Source: an optimization exercise on an open RTL-to-GDS flow (aim: small area). Production flows keep margins and buffers that such runs may drop. In this exercise RTL edits were held to simulation tests only and were not proved equivalent to the original.

== P ==
==> flow/design.v (excerpt) <==
module pe_chain (
    input         clk,
    input         rst_n,
    input  [7:0]  ifmap_i,
    input  [7:0]  weight_i,
    input  [31:0] psum_i,
    input         ifmap_en_i,
    input         weight_en_i,
    input         psum_en_i,
    output [7:0]  ifmap_o,
    output [7:0]  weight_o,
    output [31:0] psum_o,
    output        weight_en_o,
    output        psum_en_o
    );
==> module PE, before the edit <==
module PE #(
    parameter LAST = 0,      
    parameter CW   = 0,      
    parameter CWO  = 1       
    )
    (
    input               clk,
    input               rst_n,
    input  [7:0]        ifmap_n_i,
    input  [7:0]        weight_n_i,
    input  [31+CW:0]    psum_i,
    input               ifmap_en_i,
    input               weight_en_i,
    input               psum_en_i,
    output [7:0]        ifmap_n_o,
    output [7:0]        weight_n_o,
    output [15:0]       lo_o,
    output [15:0]       hi_o,
    output [CWO-1:0]    cnt_o,
    output              c_o,
    output              weight_en_o,
    output              psum_en_o
    );
    reg  [7:0]     ifmap_n_r;
    reg  [7:0]     xc_n_r;
    reg  [7:0]     weight_n_r;
    reg  [31+CW:0] psum_r;
    reg            weight_en_r;
    reg            psum_en_r;
    always @(posedge clk, negedge rst_n) begin
        if (!rst_n) begin
            weight_en_r <= 1'b0;
            psum_en_r   <= 1'b0;
        end else begin
            weight_en_r <= weight_en_i;
            psum_en_r   <= psum_en_i;
        end
    end
    always @(posedge clk, negedge rst_n) begin
        if (!rst_n)
            ifmap_n_r <= 8'hff;
        else if (ifmap_en_i)
            ifmap_n_r <= ifmap_n_i;
    end
    always @(posedge clk, negedge rst_n) begin
        if (!rst_n)
            xc_n_r <= 8'hff;
        else if (weight_en_i)
            xc_n_r <= ifmap_n_r;
    end
    generate if (LAST) begin : g_last
        always @(posedge clk, negedge rst_n) begin
            if (!rst_n) begin
                weight_n_r <= 8'hff;
                psum_r     <= {(32+CW){1'b0}};
            end else begin
                if (weight_en_i) weight_n_r <= weight_n_i;
                if (psum_en_i)   psum_r     <= psum_i;
            end
        end
    end else begin : g_mid
        always @(posedge clk) begin
            if (weight_en_i) weight_n_r <= weight_n_i;
            if (psum_en_i)   psum_r     <= psum_i;
        end
    end endgenerate
    wire [15:0] lo;
    wire        c;
    generate if (LAST) begin : g_mf
        pe_mac_fast u_mac (.xn(xc_n_r), .wn(weight_n_r), .s(psum_r[15:0]), .lo(lo), .c(c));
    end else begin : g_m
        pe_mac u_mac (.xn(xc_n_r), .wn(weight_n_r), .s(psum_r[15:0]), .lo(lo), .c(c));
    end endgenerate
    assign ifmap_n_o   = ifmap_n_r;
    assign weight_n_o  = weight_n_r;
    assign lo_o        = lo;
    assign hi_o        = psum_r[31:16];
    assign c_o         = c;
    assign weight_en_o = weight_en_r;
    assign psum_en_o   = psum_en_r;
    generate if (LAST) begin : g_cl
        assign cnt_o = psum_r[31+CW:32];
    end else if (CW == 0) begin : g_c0
        assign cnt_o = c;
    end else begin : g_cn
        wire [CW:0] y;
        pe_inc #(.W(CW)) u_inc (.a(psum_r[31+CW:32]), .c(c), .y(y));
        assign cnt_o = y[CWO-1:0];
    end endgenerate
endmodule
export LEC_CHECK = 0
export CAP_MARGIN = 20
export CORE_MARGIN = 2
export CORE_UTILIZATION = 40
export SLEW_MARGIN = 20
create_clock -name core_clock -period 10.0 [get_ports {clk}]
standard.sh (not shown) runs the stock make flow with config.mk's settings and CLKGATE_MAP_FILE= SYNTH_SCRIPT=/design/flow/synth_recipe.tcl, a recipe that flattens the netlist after the stock synthesis.
==> flow/flow/run.sh <==
#!/bin/bash
# The standard layout, with two changes:
# * the datapath's small cells (pe_fa, pe_ha, pe_nor in rtl/PE.v) are mapped
#   straight onto sky130 cells in the synthesis canonicalize step
#   (flow/premap.tcl); registers are synthesized exactly as in the standard flow;
# * clock tree synthesis uses small clock buffers and no dummy loads.
set -euo pipefail
export SYNTH_CANONICALIZE_TCL="$PWD/flow/premap.tcl"
P=sky130_fd_sc_hd__
export CTS_ARGS="-sink_clustering_enable -repair_clock_nets -dont_use_dummy_load -buf_list ${P}clkbuf_2 -root_buf ${P}clkbuf_8 -sink_clustering_size 10"
bash standard.sh > standard.log 2>&1
==> flow/flow/premap.tcl <==
# Run in ORFS's synthesis canonicalize step (SYNTH_CANONICALIZE_TCL), after
# hierarchy: the datapath's small cells become library cells before synthesis.
techmap -map [file dirname [info script]]/premap.v
==> flow/flow/premap.v <==
// Maps the datapath's small cells (rtl/PE.v) straight onto library cells.
(* techmap_celltype = "pe_fa" *)
module _map_pe_fa (input a, input b, input c, output s, output co);
    sky130_fd_sc_hd__fa_1 _TECHMAP_REPLACE_ (.A(a), .B(b), .CIN(c), .SUM(s), .COUT(co));
endmodule

(* techmap_celltype = "pe_ha" *)
module _map_pe_ha (input a, input b, output s, output co);
    sky130_fd_sc_hd__ha_1 _TECHMAP_REPLACE_ (.A(a), .B(b), .SUM(s), .COUT(co));
endmodule

(* techmap_celltype = "pe_nor" *)
module _map_pe_nor (input a, input b, output y);
    sky130_fd_sc_hd__nor2_1 _TECHMAP_REPLACE_ (.A(a), .B(b), .Y(y));
endmodule
Input changes introduced in Q (baseline for comparison: P):
diff --git a/flow/design.v b/flow/design.v
--- a/flow/design.v
+++ b/flow/design.v
@@ -78,13 +78,13 @@
                 if (psum_en_i)   psum_r     <= psum_i;
             end
         end
     end else begin : g_mid
         always @(posedge clk) begin
             if (weight_en_i) weight_n_r <= weight_n_i;
-            if (psum_en_i)   psum_r     <= psum_i;
+            psum_r <= psum_i;
         end
     end endgenerate
     wire [15:0] lo;
     wire        c;
     generate if (LAST) begin : g_mf
         pe_mac_fast u_mac (.xn(xc_n_r), .wn(weight_n_r), .s(psum_r[15:0]), .lo(lo), .c(c));
Results
P has higher total number of tap cells than Q. In the metrics for P and Q, the one carrying the lower clock-buffer cell count is Q. [Q] wire length fell 14,000 um relative to P. From P to Q the numbers moved as follows: final area saw a decrease, sequential element share of the synthesized area saw a decrease, routed via count saw a decrease.

what the ideal ports hide:
No port has a modelled driver above. Below, the same layouts with a new extraction and two added sets of constraints.
Step 1 (the two cells are an assumption about what drives the block):
set clk [get_ports {clk}]
set_driving_cell -lib_cell sky130_fd_sc_hd__clkbuf_16 $clk
set_driving_cell -lib_cell sky130_fd_sc_hd__buf_2 [delete_from_list [all_inputs] $clk]
Step 2, shift: input delay + t, output delay - t, t = (earliest + latest rising clock arrival at the registers) / 2. This alone moves slack from input paths to output paths.
Slacks: no drivers / after step 1 / after step 2; pairs: no drivers / after step 1.
run	shift t [ns]	slack for setup (ns)	worst slew at a driven data input, ns
P	0.933	0.364 / 0.296 / 1.229	0.08
Q	0.873	0.676 / 0.611 / 1.484	0.08
After both steps setup and hold are still met in every run listed.
